This design comes from an exercise in tuning for small area on the open sky130 flow, not from production work. Where RTL was checked, it was by simulation tests only, not by an equivalence proof against the original. For run 4, only the layout was checked, not whether the RTL still works.

## flow/design.v (module list and top-level ports; edited modules follow where they fit)
// module rv_regf: 28 lines
// module rv_muldiv: 109 lines
// module rv_mul33: 1451 lines
// module rv_lzc32: 16 lines
// module rv_fpu: 334 lines
// module rv_add: 16 lines
// module rv_addcs: 15 lines
// module rv_inc: 15 lines
// module rv_cneg: 13 lines
// module rv_pcadd: 10 lines
// module rv_alu: 98 lines
// module rv_core: 636 lines
module rv_core #(parameter Nregs = 16,
                 parameter debug = 0,
                 parameter fpuen = 1 ) (
  input  logic clk,
  input  logic xreset,
  output u32_t i_adr,	 
  input  u32_t i_dr,	 
  output logic i_re,	 
  input  logic i_rdy,	 
  output u32_t d_adr,	 
  input  u32_t d_dr,	 
  output logic d_re,	 
  output u32_t d_dw,	 
  output u4_t  d_we,	 
  input  logic d_rdy,	 
  input  logic d_be,	 
  input  logic irq   
  );
  // ...
==> flow/flow/run.sh <==
#!/bin/bash
# Own layout flow = the standard ORFS flow with a re-mapped synthesis netlist.
#  2. fapol.py: choose the polarity of each full adder so that fewer inverters are needed
#  3. resynthesis: all combinational cells except full/half adders are dissolved into logic
#     and mapped again by ABC with an area-oriented script (flow/abc.script); registers,
#     adders and tie cells are kept as they are
#  5. the standard layout flow (bash standard.sh finish) on the chosen netlist, with the make
#     settings listed in flow/extra.txt (clock tree options, port buffer cell, buf_4 left out of timing repair)
# Each tool writes its full output to a log file of its own in this folder (log_*.txt).
set -uo pipefail
W=$(pwd)
F=$W/flow
R=orfs/results/${FLOW_PLATFORM}/rv_core/base
export PATH="$FLOW_HOME/../tools/install/yosys/bin:$FLOW_HOME/../tools/install/OpenROAD/bin:$PATH"

echo "== reference synthesis"
bash standard.sh synth > log_synth_reference.txt 2>&1 || { echo "reference synthesis failed"; exit 1; }
cp "$R/1_2_yosys.v" ref.v

LIB=$(make -s -C "$FLOW_HOME" DESIGN_CONFIG="$W/config.mk" WORK_HOME="$W/orfs" print-LIB_FILES 2>/dev/null | sed -n 's/^LIB_FILES: *//p' | awk '{print $1}')
DU=$(make -s -C "$FLOW_HOME" DESIGN_CONFIG="$W/config.mk" WORK_HOME="$W/orfs" print-DONT_USE_CELLS 2>/dev/null | sed -n 's/^DONT_USE_CELLS: *//p')
DUA=""; for c in $DU; do DUA="$DUA -dont_use $c"; done
printf 'set_driving_cell sky130_fd_sc_hd__buf_1\nset_load 5\n' > abc.constr

resyn() {  # $1 in.v  $2 out.v  $3 tag
  python3 "$F/fapol.py" "$1" "pol_$3.v" > "log_fapol_$3.txt" 2>&1 || return 1
  cat > "resyn_$3.ys" <<EOY
read_liberty -ignore_miss_func $LIB
read_verilog pol_$3.v
hierarchy -top ${FLOW_TOP}
setattr -mod -set keep_hierarchy 1 sky130_fd_sc_hd__fa_* sky130_fd_sc_hd__ha_* sky130_fd_sc_hd__*df* sky130_fd_sc_hd__conb_*
flatten
delete t:\$scopeinfo
opt_clean -purge
abc -script $F/abc.script -liberty $LIB $DUA -constr $W/abc.constr -D $(awk "BEGIN{print ${FLOW_PERIOD_NS}*1000}")
opt_clean -purge
setundef -zero
hilomap -singleton -hicell sky130_fd_sc_hd__conb_1 HI -locell sky130_fd_sc_hd__conb_1 LO
splitnets
opt_clean -purge
insbuf -buf sky130_fd_sc_hd__buf_4 A X
select ${FLOW_TOP}
tee -o stat_$3.txt stat -liberty $LIB
write_verilog -noattr -nohex -nodec -selected $2
EOY
  yosys -s "resyn_$3.ys" > "log_resyn_$3.txt" 2>&1 || return 1
}

use=ref.v
echo "== resynthesis"
if resyn ref.v mine1.v 1 && resyn mine1.v mine2.v 2 && resyn mine2.v mine3.v 3; then
  # candidates from the smallest area to the largest
  cands=$(for i in 1 2 3; do echo "$(sed -n "s/.*Chip area for module .*: //p" stat_$i.txt) mine$i.v"; done | sort -g | awk '{print $2}')
  for cand in $cands; do
    if python3 "$F/regcheck.py" ref.v $cand > log_regcheck_$cand.txt 2>&1 && \
       bash "$F/cec.sh" "$LIB" ref.v $cand > log_cec_$cand.txt 2>&1 && \
       grep -q "Networks are equivalent" log_cec_$cand.txt; then
      use=$cand; break
    fi
  done
fi
echo "netlist used: $use"
grep -i "chip area" orfs/reports/${FLOW_PLATFORM}/rv_core/base/synth_stat.txt stat_*.txt 2>/dev/null
if [[ $use != ref.v ]]; then
  cp $use "$R/1_2_yosys.v"
fi

echo "== layout"
# extra make variables for the layout steps (one assignment per line), e.g. CTS options
EXTRA=()
if [[ -f "$F/extra.txt" ]]; then
  while IFS= read -r line; do [[ -n "$line" && "$line" != \#* ]] && EXTRA+=("$line"); done < "$F/extra.txt"
fi
echo "extra layout settings: ${EXTRA[*]:-none}"
bash standard.sh "${EXTRA[@]}" finish > log_layout.txt 2>&1 || { echo "layout failed"; tail -20 log_layout.txt; exit 1; }
ls -la out/
==> flow/flow/abc.script <==
strash
ifraig
dch -f
amap
strash
dch -f
amap
strash
dch -f
amap
topo
stime -c
==> flow/flow/cec.sh <==
#!/bin/bash
# usage: cec.sh LIB a.v b.v  -- combinational equivalence of two flat netlists, registers cut by name
LIB=$1; A=$2; B=$3; D=cec_work; rm -rf $D; mkdir -p $D
H=$(dirname $0)
for x in a b; do
  f=$A; [[ $x == b ]] && f=$B
  python3 $H/cutflops.py $f $D/$x.v || exit 2
  yosys -q -p "read_liberty -ignore_miss_func $LIB; read_verilog $D/$x.v; hierarchy -top ${FLOW_TOP:-rv_core}; flatten; opt_clean; setundef -zero; aigmap; write_aiger $D/$x.aig" > $D/$x.log 2>&1 || { tail $D/$x.log; exit 2; }
done
yosys-abc -c "cec $D/a.aig $D/b.aig" 2>&1 | tail -2
==> flow/flow/cutflops.py <==
#!/usr/bin/env python3
"""Turn a flat sky130hd netlist into a purely combinational one for equivalence checking:
every flip-flop instance is removed; its Q net becomes an input port and its D/DE nets output
ports, named after the instance.  Ports are listed in sorted order so that two netlists with the
same registers get the same port order.   usage: cutflops.py IN.v OUT.v"""
import re, sys
src = open(sys.argv[1]).read()
m = re.search(r"^module\s+(\S+)\s*\((.*?)\);", src, re.M | re.S)
top = m.group(1)
body = src[m.end():src.rindex("endmodule")]
SEQ = re.compile(r"^sky130_fd_sc_hd__(e?dfx|df[rsb]|sdf|sedf)")
decls, cells = [], []
ins, outs = {}, {}
for part in re.finditer(r".*?;", body, re.S):
    t = part.group(0)
    c = re.match(r"^\s*(sky130_fd_sc_hd__\w+)\s+(\S+)\s*\((.*?)\);\s*$", t, re.S)
    if c and SEQ.match(c.group(1)):
        name = re.sub(r"[^A-Za-z0-9_]", "_", c.group(2))
        pins = dict((p, n.strip()) for p, n in re.findall(r"\.(\w+)\(\s*(.*?)\s*\)\s*(?:,|$)", c.group(3), re.S))
        def fmt(n): return n + " " if n.startswith("\\") else n
        if pins.get("Q"):
            ins[f"cut_q_{name}"] = fmt(pins["Q"])
        for p in ("D", "DE", "SCD", "SCE", "RESET_B", "SET_B"):
            if p in pins and pins[p]:
                outs[f"cut_{p.lower()}_{name}"] = fmt(pins[p])
        continue
    d = re.match(r"^\s*(input|output)\s+(?:\[(\d+):(\d+)\]\s*)?(\S+?)\s*;", t)
    if d:
        kind, hi, lo, nm = d.groups()
        if hi:
            for i in range(int(lo), int(hi) + 1):
                (ins if kind == "input" else outs)[f"port_{nm}_{i}"] = f"{nm}[{i}]"
        else:
            (ins if kind == "input" else outs)[f"port_{nm}"] = nm
        decls.append(t.replace(kind, "wire", 1))
        continue
    decls.append(t)
names = sorted(ins) + sorted(outs)
o = [f"module {top}({', '.join(names)});"]
for n in sorted(ins): o.append(f"  input {n};")
for n in sorted(outs): o.append(f"  output {n};")
o.extend(decls)
for n in sorted(ins): o.append(f"  assign {ins[n]} = {n};")
for n in sorted(outs): o.append(f"  assign {n} = {outs[n]};")
o.append("endmodule")
open(sys.argv[2], "w").write("\n".join(o) + "\n")
==> flow/flow/extra.txt <==
CTS_ARGS=-sink_clustering_enable -repair_clock_nets -dont_use_dummy_load -sink_clustering_size 20 -sink_clustering_max_diameter 100
BUFFER_PORTS_ARGS=-buffer_cell sky130_fd_sc_hd__buf_1
DONT_USE_CELLS=sky130_fd_sc_hd__probe_p_8 sky130_fd_sc_hd__probec_p_8 sky130_fd_sc_hd__lpflow_bleeder_1 sky130_fd_sc_hd__lpflow_clkbufkapwr_1 sky130_fd_sc_hd__lpflow_clkbufkapwr_16 sky130_fd_sc_hd__lpflow_clkbufkapwr_2 sky130_fd_sc_hd__lpflow_clkbufkapwr_4 sky130_fd_sc_hd__lpflow_clkbufkapwr_8 sky130_fd_sc_hd__lpflow_clkinvkapwr_1 sky130_fd_sc_hd__lpflow_clkinvkapwr_16 sky130_fd_sc_hd__lpflow_clkinvkapwr_2 sky130_fd_sc_hd__lpflow_clkinvkapwr_4 sky130_fd_sc_hd__lpflow_clkinvkapwr_8 sky130_fd_sc_hd__lpflow_decapkapwr_12 sky130_fd_sc_hd__lpflow_decapkapwr_3 sky130_fd_sc_hd__lpflow_decapkapwr_4 sky130_fd_sc_hd__lpflow_decapkapwr_6 sky130_fd_sc_hd__lpflow_decapkapwr_8 sky130_fd_sc_hd__lpflow_inputiso0n_1 sky130_fd_sc_hd__lpflow_inputiso0p_1 sky130_fd_sc_hd__lpflow_inputiso1n_1 sky130_fd_sc_hd__lpflow_inputiso1p_1 sky130_fd_sc_hd__lpflow_inputisolatch_1 sky130_fd_sc_hd__lpflow_isobufsrc_1 sky130_fd_sc_hd__lpflow_isobufsrc_16 sky130_fd_sc_hd__lpflow_isobufsrc_2 sky130_fd_sc_hd__lpflow_isobufsrc_4 sky130_fd_sc_hd__lpflow_isobufsrc_8 sky130_fd_sc_hd__lpflow_isobufsrckapwr_16 sky130_fd_sc_hd__lpflow_lsbuf_lh_hl_isowell_tap_1 sky130_fd_sc_hd__lpflow_lsbuf_lh_hl_isowell_tap_2 sky130_fd_sc_hd__lpflow_lsbuf_lh_hl_isowell_tap_4 sky130_fd_sc_hd__lpflow_lsbuf_lh_isowell_4 sky130_fd_sc_hd__lpflow_lsbuf_lh_isowell_tap_1 sky130_fd_sc_hd__lpflow_lsbuf_lh_isowell_tap_2 sky130_fd_sc_hd__lpflow_lsbuf_lh_isowell_tap_4 sky130_fd_sc_hd__buf_4
==> flow/flow/fapol.py <==
#!/usr/bin/env python3
"""Inverter clean-up around full adders in a flat sky130hd netlist written by Yosys.

A full adder is self-dual: FA(~a,~b,~c) = (~sum, ~cout).  Synthesis leaves many inverters between
full adders (sum/carry of one adder inverted into the next).  This script chooses for every
fa_* cell whether to use it 'flipped' (inputs and outputs complemented), so that as few inverters
as possible remain.  All inverters are first dissolved into (net, polarity) pairs and then
re-created: at most one per net whose complement is needed (reusing an original inverter's cell
type and instance name where there was one).  The logic function of every register input and
output port is unchanged; registers are untouched.

usage: fapol.py IN.v OUT.v
"""
import re
import sys
from collections import defaultdict

OUT_PINS = {"X", "Y", "Q", "Q_N", "SUM", "COUT", "HI", "LO", "GCLK"}
INV = re.compile(r"^sky130_fd_sc_hd__(clk)?inv_\d+$")
FA = re.compile(r"^sky130_fd_sc_hd__fa_\d+$")

src = open(sys.argv[1]).read()
m = re.search(r"^module\s+(\S+)\s*\((.*?)\);", src, re.M | re.S)
mod_start = m.start()
body_start = m.end()
end = src.rindex("endmodule")

# ---- parse statements of the module body
stmts = []  # ('text', str) or ('cell', type, name, [(pin, net)])
cell_re = re.compile(r"^\s*(sky130_fd_sc_hd__\w+)\s+(\S+)\s*\((.*?)\);\s*$", re.S)
pin_re = re.compile(r"\.(\w+)\(\s*(.*?)\s*\)\s*(?:,|$)", re.S)
pos = body_start
for part in re.finditer(r".*?;", src[body_start:end], re.S):
    text = part.group(0)
    c = cell_re.match(text)
    if c:
        pins = [(p, n.strip()) for p, n in pin_re.findall(c.group(3))]
        stmts.append(("cell", c.group(1), c.group(2), pins))
    else:
        stmts.append(("text", text))
tail = src[body_start:end][sum(len(s[1]) if s[0] == "text" else 0 for s in stmts):]  # unused

cells = [s for s in stmts if s[0] == "cell"]
for s in stmts:
    if s[0] == "text" and re.search(r"\bassign\b", s[1]):
        sys.exit("assign statements are not handled")

def fmt(n):
    return n + " " if n.startswith("\\") else n

def is_const(n):
    return re.fullmatch(r"\d+'[hbd][0-9a-fA-FxzXZ]+", n) is not None

# driver of each net
driver = {}
for _, typ, name, pins in cells:
    for p, n in pins:
        if p in OUT_PINS and n:
            driver[n] = (typ, name, p)

# inverter map: output net -> input net
inv_of = {}
inv_cells = {}
for _, typ, name, pins in cells:
    if INV.match(typ):
        d = dict(pins)
        if d.get("Y") and d.get("A") is not None:
            inv_of[d["Y"]] = d["A"]
            inv_cells[name] = (typ, d["A"], d["Y"])

def base(n):
    """(base net, polarity): n == base ^ pol, following inverter chains."""
    pol = 0
    seen = 0
    while n in inv_of and seen < 100:
        n = inv_of[n]
        pol ^= 1
        seen += 1
    return n, pol

# loads: every non-inverter cell input pin, on its base net
# ports (outputs) are loads too: find output port nets
port_decl = re.findall(r"^\s*output\s+(?:\[(\d+):(\d+)\]\s*)?(\S+?)\s*;", src[body_start:end], re.M)
out_port_nets = set()
for hi, lo, nm in port_decl:
    if hi:
        for i in range(int(lo), int(hi) + 1):
            out_port_nets.add(f"{nm}[{i}]")
        out_port_nets.add(nm)
    else:
        out_port_nets.add(nm)

fa_names = [name for _, typ, name, _ in cells if FA.match(typ)]
fa_index = {n: i for i, n in enumerate(fa_names)}
flip = [0] * len(fa_names)

# load list per base net: (fa index or -1, need_pol)   need_pol relative to base signal
loads = defaultdict(list)
fa_inputs = {}   # fa index -> list of base nets (for delta evaluation)
for _, typ, name, pins in cells:
    if INV.match(typ):
        continue
    fi = fa_index.get(name, -1)
    ins = []
    for p, n in pins:
        if p in OUT_PINS or not n:
            continue
        if is_const(n):
            continue
        b, pol = base(n)
        loads[b].append((fi, pol))
        ins.append(b)
    if fi >= 0:
        fa_inputs[fi] = ins
# output ports read nets
port_loads = 0
for n in out_port_nets:
    if n in driver and INV.match(driver[n][0]):
        # port driven by an inverter: keep that inverter as it is (treat as load of base with pol)
        pass
fa_out = defaultdict(list)  # fa index -> its output base nets
net_fa = {}                 # base net -> fa index driving it
for _, typ, name, pins in cells:
    if FA.match(typ):
        fi = fa_index[name]
        for p, n in pins:
            if p in OUT_PINS and n:
                fa_out[fi].append(n)
                net_fa[n] = fi
locked = set()
inv_driven_ports = set()
for n in out_port_nets:
    b, pol = base(n) if n in inv_of else (n, 0)
    if b in net_fa:
        locked.add(net_fa[b])
    if n in inv_of:
        inv_driven_ports.add(n)

def net_cost(b):
    f = flip[net_fa[b]] if b in net_fa else 0
    for fi, pol in loads.get(b, ()):
        if pol ^ (flip[fi] if fi >= 0 else 0) ^ f:
            return 1
    return 0

def fa_nets(fi):
    return set(fa_out[fi]) | set(fa_inputs.get(fi, []))

initial = sum(net_cost(b) for b in loads)
changed = True
rounds = 0
while changed and rounds < 50:
    changed = False
    rounds += 1
    for fi in range(len(fa_names)):
        if fi in locked:
            continue
        nets = fa_nets(fi)
        before = sum(net_cost(b) for b in nets)
        flip[fi] ^= 1
        after = sum(net_cost(b) for b in nets)
        if after < before:
            changed = True
        else:
            flip[fi] ^= 1
final = sum(net_cost(b) for b in loads)

# ---- rebuild
# inverter to use for base net b (its complement)
inv_name_for = {}
orig_inv_for_base = {}
for name, (typ, a, y) in inv_cells.items():
    b, pol = base(a)
    if y in inv_driven_ports or y in out_port_nets:
        continue
    if pol == 0 and b not in orig_inv_for_base:
        orig_inv_for_base[b] = (typ, name)
new_cells = []
new_wires = []
used_names = set(n for _, _, n, _ in cells)
cnt = [0]

def complement_net(b):
    if b not in inv_name_for:
        typ, name = orig_inv_for_base.get(b, ("sky130_fd_sc_hd__inv_1", None))
        if name is None or name in inv_name_for.values():
            cnt[0] += 1
            name = f"_fapol_inv_{cnt[0]}_"
        out = f"_fapol_n_{len(new_wires)}_"
        new_wires.append(out)
        new_cells.append((typ, name, [("A", b), ("Y", out)]))
        inv_name_for[b] = name
        inv_out[b] = out
    return inv_out[b]

inv_out = {}

def phys(b):
    return flip[net_fa[b]] if b in net_fa else 0

out = []
for s in stmts:
    if s[0] == "text":
        out.append(s[1])
        continue
    _, typ, name, pins = s
    if INV.match(typ):
        a, y = inv_cells[name][1], inv_cells[name][2]
        if y in inv_driven_ports or y in out_port_nets:
            # keep inverters that drive ports as they are, fed with the right polarity
            b, pol = base(a)
            want = pol  # port net = ~a = ~(b^pol); input needed = b^pol
            net = b if (want ^ phys(b)) == 0 else complement_net(b)
            out.append(f"  {typ} {name} (\n    .A({fmt(net)}),\n    .Y({y})\n  );")
        continue
    fi = fa_index.get(name, -1)
    f = flip[fi] if fi >= 0 else 0
    newpins = []
    for p, n in pins:
        if p in OUT_PINS or not n:
            newpins.append((p, n))
            continue
        if is_const(n):
            if f:
                n = {"1'h0": "1'h1", "1'h1": "1'h0"}.get(n, n)
            newpins.append((p, n))
            continue
        b, pol = base(n)
        need = pol ^ f
        newpins.append((p, b if (need ^ phys(b)) == 0 else complement_net(b)))
    out.append(f"  {typ} {name} (\n" + ",\n".join(f"    .{p}({n})" for p, n in newpins) + "\n  );")

out = [re.sub(r"\.(\w+)\((\\[^()]*?)\)", lambda mm: f".{mm.group(1)}({fmt(mm.group(2).strip())})", o) for o in out]
wires = "".join(f"  wire {w};\n" for w in new_wires)
invs = "".join(f"  {t} {n} (\n    .A({fmt(a[0][1])}),\n    .Y({a[1][1]})\n  );\n" for t, n, a in new_cells)
result = src[:body_start] + "\n" + wires + "\n".join(out) + "\n" + invs + src[end:]
open(sys.argv[2], "w").write(result)
sys.stderr.write(
    f"fapol: {len(fa_names)} full adders, {sum(flip)} flipped, {len(locked)} locked; "
    f"inverters {len(inv_cells)} -> {len(new_cells) + len(inv_driven_ports)} "
    f"(needed complements {initial} -> {final})\n"
)
==> flow/flow/regcheck.py <==
#!/usr/bin/env python3
"""Exit 0 if two flat netlists hold the same registers: same instance names, same cell family."""
import re, sys
SEQ = re.compile(r'^sky130_fd_sc_hd__(e?dfx|df[rsb]|sdf|sedf|dl[xrc]|sdl|lpflow_inputiso)')
def regs(fn):
    out = {}
    for m in re.finditer(r'^\s*(sky130_fd_sc_hd__\w+)\s+(\S+)\s*\(', open(fn).read(), re.M):
        if SEQ.match(m.group(1)):
            out[m.group(2).lstrip('\\')] = re.sub(r'_\d+$', '', m.group(1))
    return out
a, b = regs(sys.argv[1]), regs(sys.argv[2])
diff = sorted(k for k in set(a) | set(b) if a.get(k) != b.get(k))
print(f"reference {len(a)} registers, area netlist {len(b)}, differing {len(diff)}")
for k in diff[:20]:
    print(" ", k, a.get(k), b.get(k))
sys.exit(0 if a and not diff else 1)
==> flow/standard.sh <==
#!/bin/bash
# synth_recipe.tcl (not shown) runs the flow's synth.tcl, then flattens the netlist and writes it again
# the make line also repeats each setting of config.mk as NAME=value (left out here)
make -C /OpenROAD-flow-scripts/flow DESIGN_CONFIG=/design/flow/config.mk WORK_HOME=/design/flow/orfs CLKGATE_MAP_FILE= SYNTH_SCRIPT=/design/flow/synth_recipe.tcl "${@:-finish}"
==> flow/config.mk <==
export PLATFORM = sky130hd
export DESIGN_NAME = rv_core
export DESIGN_NICKNAME = rv_core
export VERILOG_FILES = /design/flow/design.v
export SDC_FILE = /design/flow/constraint.sdc
export NUM_CORES = 8
export LEC_CHECK = 0
export ABC_AREA = 1
export CAP_MARGIN = 30
export CORE_MARGIN = 2
export CORE_UTILIZATION = 40
export CTS_CLUSTER_DIAMETER = 100
export CTS_CLUSTER_SIZE = 20
export SLEW_MARGIN = 20
==> flow/constraint.sdc <==
create_clock -name core_clock -period 36.0 [get_ports {clk}]
set_input_delay 7.2000 -clock core_clock [delete_from_list [all_inputs] [get_ports {clk}]]
set_output_delay 7.2000 -clock core_clock [all_outputs]
set_load 0.01 [all_outputs]
==> run_results.csv, run 1 <==
group,metric,value,unit
run_status,outcome,"finished clean",
worst_setup_path,worst-path-stages,105,
worst_setup_path,reg2reg_setup_slack,2.15,ns
floorplan,fp-row-count,196,
routing,met3WireLength,122000,um
worst_setup_path,r2r_end,"u_rv_alu.u_rv_fpu.rwdatx[20]",
place,post-place-ws,0.2633,ns
logic_synthesis,syn_area,0.1147,sq mm
global_route,antenna_found_initial,78,
global_route,grt_start_max_net_pins,85,
logic_synthesis,synthCells,12460,
floorplan,start_util,40.21,%
worst_setup_path,cpPeakStageDelay,0.44,ns
finish,multiInputGateArea,0.06744,sq mm
finish,n_clock_buffer,102,
sta,fmax,0.02874,GHz
finish,clkCellAreaFrac,1.990,%
floorplan,taps,3762,
cts,post_cts_resized,6,
finish,largestClassByArea,"multi-input gates",
cts,cts_root_buf,"clkbuf_16",
finish,buf_share,4.200,%
==> module rv_muldiv, before the edit <==
module rv_muldiv (
  input  logic clk,
  input  logic xreset,
  input  logic rdy,
  input  alu_t alu,
  input  u32_t rrd1,
  input  u32_t rrd2,
  input  u64_t prod,     
  output u32_t rwdat,    
  output u32_t rwdatx,   
  output logic cmpl,
  output logic mulop   
  );
  u32_t mres;
  always_ff@(posedge clk) begin
    case(alu)
    MUL:                 mres <= prod[31:0];
    MULH, MULHSU, MULHU: mres <= prod[63:32];
    default:             mres <= 'd0;
    endcase
  end
  assign rwdatx = mres;
  always_comb begin
    case(alu)	 
    MUL,MULH,MULHSU,MULHU: mulop = 1'b1;
    default: mulop = 1'b0;
    endcase
  end
  logic sgn, msgn;
  u32_t QA, QB;
  logic [63:1] QR;	 
  u32_t r1, r2, d1, d2, b1, b2;
  logic c1, c2, t1, t2;
  assign r1 = QR[32:1];
  rv_add #(32) u_sub1 (.a(QB), .b(~r1), .ci(1'b1), .s(d1), .co(c1));
  assign t1 = (QR[63:33] == 'd0) && c1;
  assign b1 = t1 ? d1 : QB;
  assign r2 = QR[33:2];
  rv_add #(32) u_sub2 (.a(b1), .b(~r2), .ci(1'b1), .s(d2), .co(c2));
  assign t2 = (QR[63:34] == 'd0) && c2;
  assign b2 = t2 ? d2 : b1;
  u32_t va, vb, nqa, nqb, nd2, nb1, ra, rb, xa, xb;
  assign va = {QA[29:0], t1, t2};
  assign vb = b2;
  logic [29:0] nqh;
  rv_cneg #(30) u_nqa (.a(QA[29:0]), .neg(1'b1), .y(nqh));
  assign nqa[0] = t2;
  assign nqa[1] = t1 ^ t2;
  generate for (genvar i = 2; i < 32; i++) begin : g_nqa
    assign nqa[i] = (t1 | t2) ? ~QA[i-2] : nqh[i-2];
  end endgenerate
  rv_cneg #(32) u_nd2 (.a(d2), .neg(1'b1), .y(nd2));
  rv_cneg #(32) u_nb1 (.a(b1), .neg(1'b1), .y(nb1));
  assign nqb = t2 ? nd2 : nb1;
  rv_cneg #(32) u_xa (.a(rrd1), .neg(rrd1[31]), .y(xa));
  rv_cneg #(32) u_xb (.a(rrd2), .neg(rrd2[31]), .y(xb));
  typedef enum logic {Idle, Calc} state_t;
  state_t st;
  u5_t exc;
  always_ff@(posedge clk) begin
    if(!xreset) begin
      st <= Idle;
      exc <= 'd0;
      cmpl <= 1'b0;
    end else begin
      if(rdy && st == Idle) begin
        exc <= 'd16;
        cmpl <= 1'b0;
        case (alu)
        DIV,REM : begin
            sgn <= rrd1[31] ^ rrd2[31];
            msgn <= rrd1[31];
            QR <= {xb, 31'd0};
            QB <= xa;
            QA <= 'd0;
            st <= Calc;
          end
        DIVU,REMU : begin
            sgn <= 1'b0;
            msgn <= 1'b0;
            QR <= {rrd2, 31'd0};
            QB <= rrd1;
            QA <= 'd0;
            st <= Calc;
          end
        default: begin
            st <= Idle;
          end
        endcase
      end else if(st == Calc) begin
        QA <= va;
        QB <= vb;
        QR <= {2'b00, QR[63:3]};
        case(alu)	 
        DIV:    rwdat <= sgn ? nqa : va;	 
        DIVU:   rwdat <= va;
        REM:    rwdat <= msgn ? nqb : vb;	 
        REMU:   rwdat <= vb;
        default: rwdat <= 'd0;
        endcase
        exc <= exc - 'd1;
        if(exc == 0) begin
          st <= Idle;
        end
        cmpl <= exc == 2 ? 1'b1 : 1'b0;
      end
    end
  end
endmodule
==> run 2, diff against run 1 <==
--- a/flow/design.v
+++ b/flow/design.v
@@ -342,50 +342,58 @@
   rv_cneg #(32) u_nd2 (.a(d2), .neg(1'b1), .y(nd2));
   rv_cneg #(32) u_nb1 (.a(b1), .neg(1'b1), .y(nb1));
   assign nqb = t2 ? nd2 : nb1;
   rv_cneg #(32) u_xa (.a(rrd1), .neg(rrd1[31]), .y(xa));
   rv_cneg #(32) u_xb (.a(rrd2), .neg(rrd2[31]), .y(xb));
   typedef enum logic {Idle, Calc} state_t;
   state_t st;
   u5_t exc;
+  logic dstart;
+  assign dstart = xreset && rdy && st == Idle;
+  always_ff@(posedge clk) begin
+    if(dstart && (alu == DIV || alu == REM)) begin
+      QR <= {xb, 31'd0};
+      QB <= xa;
+      QA <= 'd0;
+    end else if(dstart && (alu == DIVU || alu == REMU)) begin
+      QR <= {rrd2, 31'd0};
+      QB <= rrd1;
+      QA <= 'd0;
+    end else begin
+      QA <= va;
+      QB <= vb;
+      QR <= {2'b00, QR[63:3]};
+    end
+  end
   always_ff@(posedge clk) begin
     if(!xreset) begin
       st <= Idle;
       exc <= 'd0;
       cmpl <= 1'b0;
     end else begin
       if(rdy && st == Idle) begin
         exc <= 'd16;
         cmpl <= 1'b0;
         case (alu)
         DIV,REM : begin
             sgn <= rrd1[31] ^ rrd2[31];
             msgn <= rrd1[31];
-            QR <= {xb, 31'd0};
-            QB <= xa;
-            QA <= 'd0;
             st <= Calc;
           end
         DIVU,REMU : begin
             sgn <= 1'b0;
             msgn <= 1'b0;
-            QR <= {rrd2, 31'd0};
-            QB <= rrd1;
-            QA <= 'd0;
             st <= Calc;
           end
         default: begin
             st <= Idle;
           end
         endcase
       end else if(st == Calc) begin
-        QA <= va;
-        QB <= vb;
-        QR <= {2'b00, QR[63:3]};
         case(alu)	 
         DIV:    rwdat <= sgn ? nqa : va;	 
         DIVU:   rwdat <= va;
         REM:    rwdat <= msgn ? nqb : vb;	 
         REMU:   rwdat <= vb;
         default: rwdat <= 'd0;
         endcase
         exc <= exc - 'd1;
@@ -2648,31 +2656,29 @@
   logic   bra_stall;	 
   logic   d_stall;	 
   logic   ex_stall;	 
   logic   stall;
   u32_t   mtvec, mepc;
   u16_t   mip, mie;
   u32_t   mcause;
   assign stall = bra_stall | d_stall | ex_stall;
-  logic   rdy1;
   u4_t    pcinc, pcinca;
   u32_t   ira;
   assign  ira = i_dr;
   assign  i_adr = pca;
   always_ff @ (posedge clk) begin
     if(!xreset) begin
       ir <= 'd0;
       irh <= 'd0;
     end else if(rdy) begin
       ir <= ira;
       if(!(ex_stall || d_stall))
         irh <= ir;
     end
-    rdy1 <= rdy;
   end
   assign IR = (ex_stall || d_stall) ? irh : ir;
   logic c_insn, c_insna;
   f_insn_t f_dec;
   u32_t c_imm, f_imm, imm;
   u32_t exir, eir;
   u3_t func3;
   parameter ECALL = 32'h00000073;
@@ -2935,19 +2941,20 @@
          we = 1'b0;
          wd = 'd0;
          end
     endcase
   end
   assign rwdat_s1 = rwdx_s1 ? rwdatx : rwdat1;
   assign rwdx_s0 = mulop;
   always_ff @ (posedge clk) begin
-    if(rdy1) begin
+    begin	 
       mdr1 <= d_dr | d_dr1;
     end
+    bdst <= bdsta;
     if(rdy || !xreset) begin
       bra_stall <= bra_stall ? 1'b0 : bstall;
       if(!xreset)
         ex_stall <= 1'b0;     
       else if(cmpl)
         ex_stall <= 1'b0;
       else if(!bra_stall && f_dec.excyc > 0)
         ex_stall <= 1'b1;
@@ -2971,17 +2978,16 @@
       mar1[1] <= mar1[0];
       d_be1[0] <= d_be;
       d_be1[1] <= d_be1[0];
       if(!(bra_stall)) begin
         if(!(ex_stall && !d_stall)) begin
             rrd1 <= rrd1a;
             rrd2 <= rrd2a;
         end
-        bdst <= bdsta;
         mar    <= mara;
         rwa[0] <= ds1 | ds2 ? R_NA : (f_dec.rwa == RD ? awd : 'd0);
         mmd    <= ds1 | ds2 ? SI   : f_dec.mode;
         mwe    <= ds1 | ds2 ? R_NA : f_dec.mwe;
         rwd[0] <= ds1 | ds2 ? R_NA : f_dec.rwd;
         alu    <= ds1 | ds2 ? A_NA : f_dec.alu;
       end
     end
==> run 2 against run 1 <==
Against the previous run:
- final cell count decreased by 0.76%
- still clean
- register-to-register slack improved by 0.12 ns
- critical path depth decreased by 8
- utilization about the same
==> run_results.csv, run 2 <==
group,metric,value,unit
sta,setup-violations-final,0,
logic_synthesis,synth_nets,13550,
sta,worst_pin_slew,1.365,ns
finish,area_growth,11.61,%
routing,drc,0,
cts,clk_latency,0.84,ns
floorplan,num_io_pins,172,
place,post-place-ws,1.064,ns
sta,skew,0.1260,ns
cts,htreeDepth,3,
cts,clkTransAtPathRegs,0.08,ns
sta,fmax,0.02876,GHz
worst_setup_path,cp-end-kind,"output pin",
place,gp_congestion,1.152,
sta,layout_min_cycle_time,34.77,ns
logic_synthesis,syn_avg_cell_area,9.073,sq um
cts,cts_tree,"yes",
sta,fin_hold_ws,0.4036,ns
sta,fin_ws,1.235,ns
hold_path,hp-class,"flip-flop to flip-flop",
logic_synthesis,syn_area,0.1127,sq mm
global_route,antenna_found_initial,69,
routing,drt-vias-per-instance,7.372,
routing,wl,695600,um
finish,nNetsFinal,14580,
global_route,grt_use_met1,59.89,%
global_route,grtUsageTotal,46.73,%
finish,largest_register_ffs,480,
place,io_buffers,170,
sta,timing.final.crit_share,96.57,%
global_route,grt_start_max_net_pins,85,
finish,drive_above_1_share,7.892,%
cts,clk_path_buf_depth,3,
routing,vias,127300,
sta,setup_tns,0,ns
finish,seq_area,0.04160,sq mm
worst_setup_path,cp_slowest_cell,"edfxtp_1",
worst_setup_path,path_delay_family,"adder cells",
routing,drtIter0Drc,25630,
worst_setup_path,cpPeakStageDelay,0.47,ns
global_route,grt_pass1_vias,113400,
floorplan,core,0.2799,sq mm
global_route,grt_util_met2,61.23,%
sta,rsz0062_at_grt,"false",
global_route,met3_usage,22.15,%
cts,cts_hold_buffers,0,
logic_synthesis,synthCells,12420,
floorplan,dieArea,0.2860,sq mm
worst_setup_path,cp.required,28.80,ns
worst_setup_path,worst-path-buf-inv,5,
sta,drv_slew,0,
worst_setup_path,cp-start-kind,"flip-flop",
worst_setup_path,path_max_fanout,32,
global_route,grt-ovfl-total,0,
finish,final_cell_mix,"nor2_1 (2040), o22ai_1 (1320), clkinv_1 (1125)",
sta,finalHoldViolations,0,
finish,final_common_cell,"nor2_1",
cts,clock-sinks,1573,
floorplan,die_y,534.8,um
finish,multiInputGateArea,0.06735,sq mm
routing,route.detailed.wl_per_inst,40.28,um
floorplan,fp-row-count,194,
place,dp_hpwl,515200,um
global_route,grt_pass1_wl,938700,um
finish,n_fill_cell,27810,
routing,detail-route-antenna-nets,0,
worst_setup_path,arrival,27.57,ns
flow_run,maxCapViolCount,0,
finish,post-route-cell-area,0.1258,sq mm
run_status,outcome,"finished clean",
cts,cts_root_buf,"clkbuf_16",
worst_setup_path,path_common_cell,"fa_1",
cts,cts_buffers,99,
global_route,grt_busiest_layer,"met2",
routing,first_pass_iters,17,
sta,slew-limit-headroom,9.003,%
place,dpl_cell_area,0.1225,sq mm
finish,final_util,44.95,%
logic_synthesis,yosys_warnings,18,
floorplan,start_util,40.27,%
floorplan,die_w,534.8,um
worst_setup_path,crit_type,"flip-flop to output pin",
==> run 2: cell type report <==
class,count,share of cell area [%]
Timing Repair Buffer,965,4.081
Timing Repair inverter,1,0.003978
Multi-Input combinational cell,9665,53.54
Sequential cell,1573,33.07
Tap cell,3724,3.704
Clock buffer,99,1.969
Antenna cell,87,0.1731
Inverter,1153,3.462
==> run 2: worst paths after layout <==
check	from	end	slack, ns	cells after the start
worst max-delay path	alu[1]	i_adr[30]	1.23	97
worst min-delay path	d_dr1[30]	mdr1[30]	0.40	1
worst max register to register	alu[3]	u_rv_alu.u_rv_fpu.rwdatx[21]	2.27	148
worst min register to register	d_dr1[30]	mdr1[30]	0.40	1
==> run 2: through the flow <==
stage,std cells
2_1_floorplan,12420
3_3_place_gp,17010
3_5_place_dp,17040
4_1_cts,17140
5_1_grt,17200
6_report,17270
==> run 2: what timing repair did <==
item                       CTS  global route
gates resized for setup      0            20
buffers inserted             0             1
setup endpoints to repair    0            16
==> run 2: per-layer routing <==
metal	vias up	wire, um
met3	3288	119100
met4	61	63370
met1	61130	251600
li1	50560	-
met2	12250	260400
met5	-	1149
==> run 3, diff against run 2 <==
--- a/flow/config.mk
+++ b/flow/config.mk
@@ -8,3 +8,3 @@
 export ABC_AREA = 1
-export CAP_MARGIN = 30
+export CAP_MARGIN = 20
 export CORE_MARGIN = 2
@@ -13,2 +13,2 @@
 export CTS_CLUSTER_SIZE = 20
-export SLEW_MARGIN = 20
+export SLEW_MARGIN = 10
==> run 3 against run 2 <==
Against the previous run:
- final cell count decreased by 0.34%
- area after synthesis unchanged
- wire length about the same
==> run_results.csv, run 3 <==
group,metric,value,unit
place,gp_congestion,1.152,
worst_setup_path,cp-start-kind,"flip-flop",
sta,skew,0.1471,ns
place,dpl_cell_area,0.1222,sq mm
routing,first_pass_iters,14,
routing,wl,695400,um
global_route,grt_busiest_layer,"met2",
routing,drt-vias-per-instance,7.365,
logic_synthesis,yosys_warnings,18,
routing,drc,0,
floorplan,die_y,534.8,um
hold_path,min_from,"mmd1[0][2]",
global_route,antenna_found_initial,76,
cts,cts_buffers,100,
worst_setup_path,path_common_cell,"fa_1",
worst_setup_path,arrival,27.70,ns
floorplan,die_w,534.8,um
sta,slew-limit-headroom,3.935,%
global_route,grt_pass1_wl,938500,um
sta,setup-violations-final,0,
hold_path,hold_end,"mmd1[1][2]",
sta,worst_pin_slew,1.441,ns
sta,timing.final.crit_share,96.95,%
cts,cts_root_buf,"clkbuf_16",
worst_setup_path,worstReg2RegStart,"alu[3]",
sta,fmax,0.02865,GHz
floorplan,start_util,40.27,%
cts,clk_latency,0.85,ns
finish,drive_above_1_share,7.590,%
worst_setup_path,reg2reg_depth,144,
finish,nNetsFinal,14540,
finish,n_fill_cell,27850,
cts,clkTransAtPathRegs,0.08,ns
routing,detail-route-antenna-nets,0,
hold_path,hp-class,"flip-flop to flip-flop",
cts,clock-sinks,1573,
global_route,grtUsageTotal,46.73,%
floorplan,core,0.2799,sq mm
routing,route.detailed.wl_per_inst,40.41,um
logic_synthesis,syn_avg_cell_area,9.073,sq um
sta,layout_min_cycle_time,34.90,ns
routing,drtIter0Drc,24920,
worst_setup_path,cp-end-kind,"output pin",
global_route,grt-ovfl-total,0,
worst_setup_path,path_max_fanout,32,
worst_setup_path,reg2reg_setup_slack,2.22,ns
sta,rsz0062_at_grt,"false",
logic_synthesis,synthCells,12420,
finish,area_growth,11.06,%
sta,drv_slew,0,
logic_synthesis,syn_area,0.1127,sq mm
hold_path,hold_depth,0,
floorplan,dieArea,0.2860,sq mm
flow_run,maxCapViolCount,0,
global_route,grt_use_met1,59.34,%
floorplan,fp-row-count,194,
worst_setup_path,cp_slowest_cell,"edfxtp_1",
floorplan,num_io_pins,172,
global_route,grt_util_met2,61.31,%
global_route,grt_pass1_vias,113400,
run_status,outcome,"finished clean",
cts,htreeDepth,3,
finish,final_cell_mix,"nor2_1 (2042), o22ai_1 (1321), clkinv_1 (1124)",
worst_setup_path,crit_type,"flip-flop to output pin",
cts,cts_hold_buffers,0,
global_route,met3_usage,23.03,%
routing,vias,126700,
sta,setup_tns,0,ns
sta,fin_ws,1.098,ns
finish,post-route-cell-area,0.1252,sq mm
global_route,grt_start_max_net_pins,85,
place,dp_hpwl,514300,um
sta,finalHoldViolations,0,
finish,largest_register_ffs,480,
cts,clk_path_buf_depth,3,
worst_setup_path,cpPeakStageDelay,0.47,ns
place,post-place-ws,0.9733,ns
cts,cts_tree,"yes",
logic_synthesis,synth_nets,13550,
worst_setup_path,r2r_end,"u_rv_alu.u_rv_fpu.rwdatx[21]",
place,io_buffers,170,
finish,final_common_cell,"nor2_1",
worst_setup_path,cp.required,28.80,ns
[run 3: worst max-delay path: cells and delay by family, from the launching register on]
kind,cells,cell delay [ns]
buf+inv,5,1.03
simple gates,33,4.44
flops,1,0.47
fa+ha+maj,46,18.19
compound gates,13,2.80
[run 3: through the flow]
stage | instances | util, % | hold WS (ns)
4_1_cts | 17110 | 44.56 | 0.3620
6_report | 17210 | 44.73 | 0.3838
3_3_place_gp | 17010 | 43.65 | 0.4024
5_1_grt | 17140 | 44.67 | 0.3835
2_1_floorplan | 12420 | - | 0.4003
3_5_place_dp | 17010 | 43.66 | 0.4054
[run 3: layout make-up]
class                      count  area, sq um  share of cell area (%)
clock buffer                 100         2502                   1.999
timing repair inverter         1        5.005                0.003998
antenna                       71        177.7                  0.1419
sequential                  1573        41600                   33.23
inverter                    1153         4359                   3.482
multi-input combinational   9665        67320                   53.78
tap                         3724         4659                   3.722
timing repair buffer         921         4559                   3.642
[run 3: repair_timing]
item	CTS	global route
endpoints found under the setup margin	0	16
gates resized for setup	0	19
buffers inserted	0	2
[run 3: metal layers]
layer	vias to the layer above	share of wire [%]	routed length (um)
met5	-	0.24	1667
met4	71	9.0	62530
met3	3226	17	120000
met2	12060	37	260100
met1	60900	36	251100
li1	50470	-	-
[run 3: worst max-delay path by stage]
| stage | startpoint | to | slack (ns) | cells after the start |
|---|---|---|---|---|
| after floorplan | d_stall | i_adr[31] | 0.18 | 62 |
| final | alu[1] | i_adr[30] | 1.10 | 97 |
| after detailed placement | alu[0] | i_adr[31] | 0.97 | 99 |
| after CTS | alu[0] | i_adr[31] | 0.33 | 99 |
| after global placement | alu[0] | i_adr[31] | 1.27 | 99 |
| after global routing | alu[1] | i_adr[30] | 0.006 | 97 |
==> module rv_alu, before the edit <==
module rv_alu #(parameter fpuen = 1) (
  input  logic clk,
  input  logic xreset,
  input  logic rdy,
  input  alu_t alu,
  input  u32_t rrd1,
  input  u32_t rrd2,
  input  u32_t csr_rd,
  output u32_t rwdat,
  output u32_t rwdatx,
  output logic cmpl,
  output logic mulop
  );
  logic fm, sa, sb;
  logic [32:0] ma, mb;
  logic [63:0] prod;
  assign fm = (alu == FMUL);
  assign sa = rrd1[31] & (alu == MULH || alu == MULHSU);
  assign sb = rrd2[31] & (alu == MULH);
  assign ma = {sa, rrd1[31:24] & {8{~fm}}, rrd1[23] | fm, rrd1[22:0]};
  assign mb = {sb, rrd2[31:24] & {8{~fm}}, rrd2[23] | fm, rrd2[22:0]};
  rv_mul33 u_rv_mul33 (.a(ma), .b(mb), .p(prod));
  u32_t rwd, rwdx;
  logic cmplm, mulopm;
  rv_muldiv u_rv_muldiv(	 
    .clk(clk),   .xreset(xreset), .rdy(rdy),
    .alu(alu),
    .rrd1(rrd1), .rrd2(rrd2), .prod(prod),
    .rwdat(rwd), .rwdatx(rwdx),
    .cmpl(cmplm), .mulop(mulopm)
  );
  u32_t rwdatf, rwdatxf;
  logic [31:0] fnin, fnout;
  logic [5:0]  flz;
  logic        flt30;
  logic cmplf, mulopf;
  rv_fpu u_rv_fpu (
    .clk    (clk),
    .xreset (xreset),
    .rdy    (rdy),
    .alu    (alu),
    .rrd1   (rrd1),
    .rrd2   (rrd2),
    .mprod  (prod[47:0]),
    .nin    (fnin),
    .lz     (flz),
    .nout   (fnout),
    .mlt_in (flt30),
    .rwdat  (rwdatf),
    .rwdatx (rwdatxf),
    .cmpl   (cmplf),
    .mulop  (mulopf)
    );
  assign mulop = mulopm | mulopf;
  assign cmpl = cmplm | cmplf;
  assign rwdatx = rwdx | rwdatxf;
  logic isub, aco, ltu, lts;
  u32_t asum;
  assign isub = (alu == SUB) || (alu == SLT) || (alu == SLTU) ||
                (alu == FEQ) || (alu == FLT) || (alu == FLE) || (alu == FMIN) || (alu == FMAX);
  assign flt30 = ~(asum[31] ^ rrd1[31] ^ ~rrd2[31]);
  rv_addcs #(32, 16) u_add (.a(rrd1), .b(rrd2 ^ {32{isub}}), .ci(isub), .s(asum), .co(aco));
  assign ltu = ~aco;
  assign lts = ltu ^ rrd1[31] ^ rrd2[31];
  logic sleft, sfill;
  u32_t sin, sout, srev;
  logic [32:0] sext;
  always_comb begin
    sleft = (alu == SLL);
    sfill = (alu == SRA) & rrd1[31];
    for (int i = 0; i < 32; i++) sin[i] = sleft ? rrd1[31-i] : rrd1[i];
    sext = $signed({sfill, sin}) >>> rrd2[4:0];
    srev = rrd2[5] ? {32{sfill}} : sext[31:0];
    for (int i = 0; i < 32; i++) sout[i] = sleft ? srev[31-i] : srev[i];
  end
  assign fnout = fnin << flz[4:0];	 
  always_comb begin
  case(alu)	 
  ADD:    rwdat = asum;
  S2:     rwdat = rrd2;
  SLT:    rwdat = {31'd0, lts};
  SLTU:   rwdat = {31'd0, ltu};
  XOR:    rwdat = rrd1 ^ rrd2;
  OR:     rwdat = rrd1 | rrd2;
  AND:    rwdat = rrd1 & rrd2;
  SLL:    rwdat = sout;
  SRL:    rwdat = sout;
  SRA:    rwdat = sout;
  SUB:    rwdat = asum;
  CSR:    rwdat = csr_rd;
  DIV:    rwdat = rwd;
  DIVU:   rwdat = rwd;
  REM:    rwdat = rwd;
  REMU:   rwdat = rwd;
  default: rwdat = rwdatf;
  endcase
  end
endmodule
==> run 4, diff against run 3 <==
--- a/flow/design.v
+++ b/flow/design.v
@@ -2339,3 +2339,3 @@
   assign flt30 = ~(asum[31] ^ rrd1[31] ^ ~rrd2[31]);
-  rv_addcs #(32, 16) u_add (.a(rrd1), .b(rrd2 ^ {32{isub}}), .ci(isub), .s(asum), .co(aco));
+  rv_add #(32) u_add (.a(rrd1), .b(rrd2 ^ {32{isub}}), .ci(isub), .s(asum), .co(aco));
   assign ltu = ~aco;
==> run 4 against run 3 <==
Against the previous run:
- global-route usage rose by 1.4 points
- critical path type unchanged
- wire length rose by 3.6%
- largest cell class unchanged
- still clean
==> run_results.csv, run 4 <==
group,metric,value,unit
worst_setup_path,cpPeakStageDelay,0.55,ns
place,place_inst,17320,
sta,setup-violations-final,0,
cts,cts_hold_buffers,0,
logic_synthesis,synth_nets,13720,
sta,drv_slew,0,
sta,setup_tns,0,ns
flow_run,maxCapViolCount,0,
sta,skew,0.1225,ns
sta,finalHoldViolations,0,
hold_path,min_from,"mmd1[0][1]",
routing,wl_met1,272300,um
hold_path,hp-class,"flip-flop to flip-flop",
global_route,grt_start_max_net_pins,160,
finish,final_cells,17520,
routing,wl,720200,um
worst_setup_path,cp_slowest_cell,"fa_2",
finish,nNetsFinal,14840,
cts,cts_root_buf,"clkbuf_16",
routing,first_pass_iters,14,
logic_synthesis,yosys_warnings,18,
finish,n_fill_cell,28200,
worst_setup_path,arrival,28.17,ns
worst_setup_path,cp-start-kind,"flip-flop",
finish,area_growth,11.88,%
finish,final_common_cell,"nor2_1",
sta,rsz0062_at_grt,"false",
global_route,grt_pass1_wl,966500,um
cts,cts_tree,"yes",
logic_synthesis,syn_avg_cell_area,9.014,sq um
sta,timing.final.crit_share,98.24,%
floorplan,core,0.2823,sq mm
sta,fmax,0.02827,GHz
global_route,grt_pass1_vias,114200,
routing,drtIter0Drc,24440,
routing,route.detailed.wl_per_inst,41.12,um
routing,detail-route-antenna-nets,0,
floorplan,dieArea,0.2881,sq mm
floorplan,start_util,40.22,%
worst_setup_path,path_common_cell,"fa_2",
global_route,grt-ovfl-total,0,
worst_setup_path,crit_type,"flip-flop to output pin",
cts,clock-sinks,1573,
floorplan,fp-row-count,195,
routing,met3WireLength,122200,um
worst_setup_path,cp-end-kind,"output pin",
place,dp_hpwl,539800,um
worst_setup_path,reg2reg_setup_slack,1.87,ns
cts,clk_path_buf_depth,3,
routing,top_layer_used,"met5",
sta,layout_min_cycle_time,35.37,ns
worst_setup_path,path_max_fanout,4,
finish,drive_above_1_share,8.875,%
finish,final_cell_mix,"nor2_1 (1937), o22ai_1 (1353), clkinv_1 (1171)",
worst_setup_path,cp.required,28.80,ns
finish,largest_register_ffs,480,
place,gp_congestion,1.135,
sta,worst_pin_slew,1.395,ns
floorplan,die_w,536.8,um
run_status,outcome,"finished clean",
floorplan,die_y,536.8,um
place,io_buffers,170,
logic_synthesis,syn_area,0.1135,sq mm
sta,slew-limit-headroom,6.036,%
routing,drc,0,
floorplan,num_io_pins,172,
worst_setup_path,crit_path_start,"alu[5]",
cts,clkTransAtPathRegs,0.08,ns
routing,vias,127600,
cts,cts_buffers,103,
cts,clk_latency,0.84,ns
cts,htreeDepth,3,
global_route,grtUsageTotal,48.16,%
routing,drt-vias-per-instance,7.286,
worst_setup_path,worstReg2RegStart,"alu[1]",
global_route,antenna_found_initial,91,
logic_synthesis,synthCells,12600,
routing,dr_wl_met2,271100,um
## run 4: through the flow
stage / hold slack, ns / setup slack (ns) / util (%) / cell area (sq um)
final: 0.4189 / 0.6327 / 45.00 / 127000
after global routing: 0.4253 / 0.04644 / 44.95 / 126900
after CTS: 0.4166 / 0.003489 / 44.82 / 126500
after detailed placement: 0.4045 / -0.9276 / 43.85 / 123800
after global placement: 0.4015 / -0.6726 / 43.85 / 123800
after floorplan: 0.4003 / -0.01260 / - / 113600
## run 4: worst paths after layout
kind,to,cells past startpoint
worst max-delay path,i_adr[30],92
worst min register to register,mmd1[1][1],0
worst max register to register,u_rv_alu.u_rv_fpu.rwdatx[21],142
worst min-delay path,mmd1[1][1],0
## run 4: per-layer routing
layer,vias up,global-route usage (%)
met5,-,2.171
li1,51280,-
met1,62270,62.94
met2,11340,63.42
met4,72,27.04
met3,2670,23.87
## run 4: cell type report
| class | count | area [sq um] | area share, % |
|---|---|---|---|
| Timing Repair Buffer | 1045 | 5233 | 4.119 |
| Clock buffer | 103 | 2577 | 2.029 |
| Sequential cell | 1573 | 41600 | 32.75 |
| Tap cell | 3743 | 4683 | 3.687 |
| Multi-Input combinational cell | 9788 | 68230 | 53.72 |
| Inverter | 1203 | 4543 | 3.577 |
| Antenna cell | 61 | 152.6 | 0.1202 |
## run 4: what timing repair did
item	CTS	global route
endpoints found under the setup margin	5	4
hold endpoints to repair	0	0
buffers inserted	5	2
resized for setup	43	25
pin swaps	16	11
## run 4: worst max-delay path, delay by kind of cell, from the launching register on
| family | cells | cell delay (ns) |
|---|---|---|
| adders and majority gates | 62 | 22.87 |
| and+or+nand+nor | 5 | 0.89 |
| AOI/OAI and AO/OA | 17 | 2.45 |
| DFF | 1 | 0.35 |
| buffers and inverters | 8 | 0.85 |
==> run 5, diff against run 4 <==
--- a/flow/design.v
+++ b/flow/design.v
@@ -2339,3 +2339,3 @@
   assign flt30 = ~(asum[31] ^ rrd1[31] ^ ~rrd2[31]);
-  rv_add #(32) u_add (.a(rrd1), .b(rrd2 ^ {32{isub}}), .ci(isub), .s(asum), .co(aco));
+  rv_addcs #(32, 16) u_add (.a(rrd1), .b(rrd2 ^ {32{isub}}), .ci(isub), .s(asum), .co(aco));
   assign ltu = ~aco;
--- a/flow/flow/extra.txt
+++ b/flow/flow/extra.txt
@@ -1,2 +1,2 @@
-CTS_ARGS=-sink_clustering_enable -repair_clock_nets -dont_use_dummy_load -sink_clustering_size 20 -sink_clustering_max_diameter 100
+CTS_ARGS=-sink_clustering_enable -repair_clock_nets -dont_use_dummy_load -sink_clustering_size 12 -sink_clustering_max_diameter 80 -buf_list {sky130_fd_sc_hd__clkbuf_8}
 BUFFER_PORTS_ARGS=-buffer_cell sky130_fd_sc_hd__buf_1
--- a/flow/config.mk
+++ b/flow/config.mk
@@ -11,4 +11,5 @@
 export CORE_UTILIZATION = 40
-export CTS_CLUSTER_DIAMETER = 100
-export CTS_CLUSTER_SIZE = 20
+export CTS_BUF_LIST = sky130_fd_sc_hd__clkbuf_8
+export CTS_CLUSTER_DIAMETER = 80
+export CTS_CLUSTER_SIZE = 12
 export SLEW_MARGIN = 10
==> run 5 against run 4 <==
Against the previous run:
- final cell count is 1.2% lower
- die area down 0.72%
- maximum frequency rose by 1.3%
- sequential share of layout area increased by 0.52 points
- sequential cell count unchanged
- global-route usage down 1.4 points
- clock skew increased by 0.023 ns
- design area down 1.6%
==> run_results.csv, run 5 <==
group,metric,value,unit
run_status,outcome,"finished clean",
place,place_inst,17010,
sta,worst_pin_slew,1.485,ns
floorplan,num_io_pins,172,
logic_synthesis,yosys_warnings,18,
worst_setup_path,path_max_fanout,32,
hold_path,hold_depth,0,
global_route,grtUsageTotal,46.80,%
sta,rsz0062_at_grt,"false",
global_route,grt_pass1_vias,113800,
worst_setup_path,worst-path-stages,98,
logic_synthesis,synth_nets,13550,
sta,setup-violations-final,0,
worst_setup_path,path_common_cell,"fa_1",
sta,skew,0.1456,ns
finish,final_common_cell,"nor2_1",
finish,final_cells,17300,
cts,clkTransAtPathRegs,0.09,ns
sta,drv_slew,0,
place,dp_hpwl,514300,um
cts,htreeDepth,4,
finish,largest_register_ffs,480,
cts,cts_tree,"yes",
finish,n_fill_cell,27920,
finish,final_cell_mix,"nor2_1 (2042), o22ai_1 (1321), clkinv_1 (1124)",
hold_path,hp-class,"flip-flop to flip-flop",
worst_setup_path,crit_type,"flip-flop to output pin",
floorplan,core,0.2799,sq mm
cts,clk_latency,1.08,ns
sta,slew-limit-headroom,1.008,%
sta,setup_tns,0,ns
routing,detail-route-antenna-nets,0,
place,gp_congestion,1.152,
routing,drt-vias-per-instance,7.401,
global_route,grt_start_max_net_pins,85,
worst_setup_path,cp-start-kind,"flip-flop",
finish,area_growth,10.94,%
floorplan,start_util,40.27,%
worst_setup_path,cp-end-kind,"output pin",
global_route,grt_pass1_wl,940500,um
worst_setup_path,reg2reg_depth,147,
worst_setup_path,cp.required,28.80,ns
worst_setup_path,arrival,27.71,ns
cts,cts_root_buf,"clkbuf_8",
worst_setup_path,path_delay_family,"adder cells",
cts,clk_path_buf_depth,4,
finish,drive_above_1_share,8.056,%
worst_setup_path,cp_slowest_cell,"edfxtp_1",
worst_setup_path,cpPeakStageDelay,0.45,ns
global_route,grt-ovfl-total,0,
cts,clock-sinks,1573,
floorplan,fp-row-count,194,
worst_setup_path,worst-path-buf-inv,5,
floorplan,die_w,534.8,um
place,io_buffers,170,
sta,fmax,0.02864,GHz
sta,layout_min_cycle_time,34.91,ns
routing,drtIter0Drc,25810,
routing,first_pass_iters,15,
logic_synthesis,syn_avg_cell_area,9.073,sq um
routing,wl,697200,um
logic_synthesis,syn_area,0.1127,sq mm
routing,route.detailed.wl_per_inst,40.30,um
logic_synthesis,synthCells,12420,
routing,vias,128000,
floorplan,dieArea,0.2860,sq mm
global_route,antenna_found_initial,70,
sta,finalHoldViolations,0,
finish,nNetsFinal,14610,
cts,cts_buffers,170,
flow_run,maxCapViolCount,0,
floorplan,die_y,534.8,um
sta,timing.final.crit_share,96.98,%
routing,drc,0,
cts,cts_hold_buffers,0,
-- run 5: worst paths after layout --
check        startpoint                            to  slack (ns)
max              alu[0]                     i_adr[31]        1.09
min          mar1[0][0]                    mar1[1][0]        0.43
max reg2reg      alu[3]  u_rv_alu.u_rv_fpu.rwdatx[21]        2.10
min reg2reg  mar1[0][0]                    mar1[1][0]        0.43
-- run 5: cell type report --
cell class                      instances  area [sq um]  area share (%)
Clock buffer                          170          2340           1.871
Timing Repair Buffer                  919          4528           3.621
Tap cell                             3724          4659           3.726
Antenna cell                           94         235.2          0.1881
Sequential cell                      1573         41600           33.27
Inverter                             1153          4359           3.486
Timing Repair inverter                  1         5.005        0.004002
Multi-Input combinational cell       9665         67320           53.84
-- run 5: repair_timing --
action / CTS / global route
resized for setup: 0 / 22
setup buffers: 0 / 5
endpoints found under the setup margin: 0 / 19
-- run 5: routing by layer --
layer	global-route usage, %	wire, um	vias to the layer above	share of wire [%]
met5	2.498	1458	-	0.21
li1	-	-	50590	-
met4	32.05	62920	61	9.0
met2	61.19	260900	12380	37
met1	59.64	253100	61700	36
met3	22.70	118900	3301	17
-- run 5: per-stage QoR --
stage / util (%) / worst slack (ns) / area, sq um / hold WS, ns
detailed placement: 43.66 / 0.9733 / 122200 / 0.4054
floorplan: - / 0.1820 / 112700 / 0.4003
global placement: 43.65 / 1.266 / 122200 / 0.4024
CTS: 44.50 / 0.1296 / 124500 / 0.4235
finish: 44.68 / 1.086 / 125000 / 0.4293
global route: 44.61 / 0.03116 / 124800 / 0.4389
-- run 5: worst reg2reg max path: cells and delay by family (launching register included) --
kind / cells / cell delay (ns)
AO/OA/AOI/OAI: 32 / 5.73
adder cells (fa/ha/maj): 60 / 16.39
buffers and inverters: 20 / 4.13
flip-flops: 1 / 0.50
AND/OR/NAND/NOR: 35 / 6.80

-- re-timing with driven ports --
No port has a modelled driver above. Below, the same layouts with a new extraction and two added sets of constraints.
Step 1, drivers: a clkbuf_16 drives clk and a buf_2 each remaining input, both assumed.
Step 2 times the ports against the registers' clock, not the clock port: input delays grow and output delays shrink by t, the midpoint of the rising clock arrivals with the driver on.
Slacks: ideal / step 1 / step 2; pairs: ideal / step 1.
| run | t, ns | slack for setup (ns) | worst setup path at the end | worst register clock-pin slew, ns |
|---|---|---|---|---|
| run 1 | 0.982 | 1.206 / 1.090 / 2.071 | register to output | 0.10 / 0.10 |
| run 2 | 0.875 | 1.235 / 1.127 / 2.002 | register to output | 0.10 / 0.10 |
| run 3 | 0.873 | 1.098 / 0.988 / 1.860 | register to output | 0.10 / 0.10 |
| run 4 | 0.873 | 0.633 / 0.532 / 1.405 | register to output | 0.10 / 0.10 |
| run 5 | 1.130 | 1.085 / 0.961 / 2.091 | register to output | 0.10 / 0.10 |
After both steps every run listed still meets setup and hold.
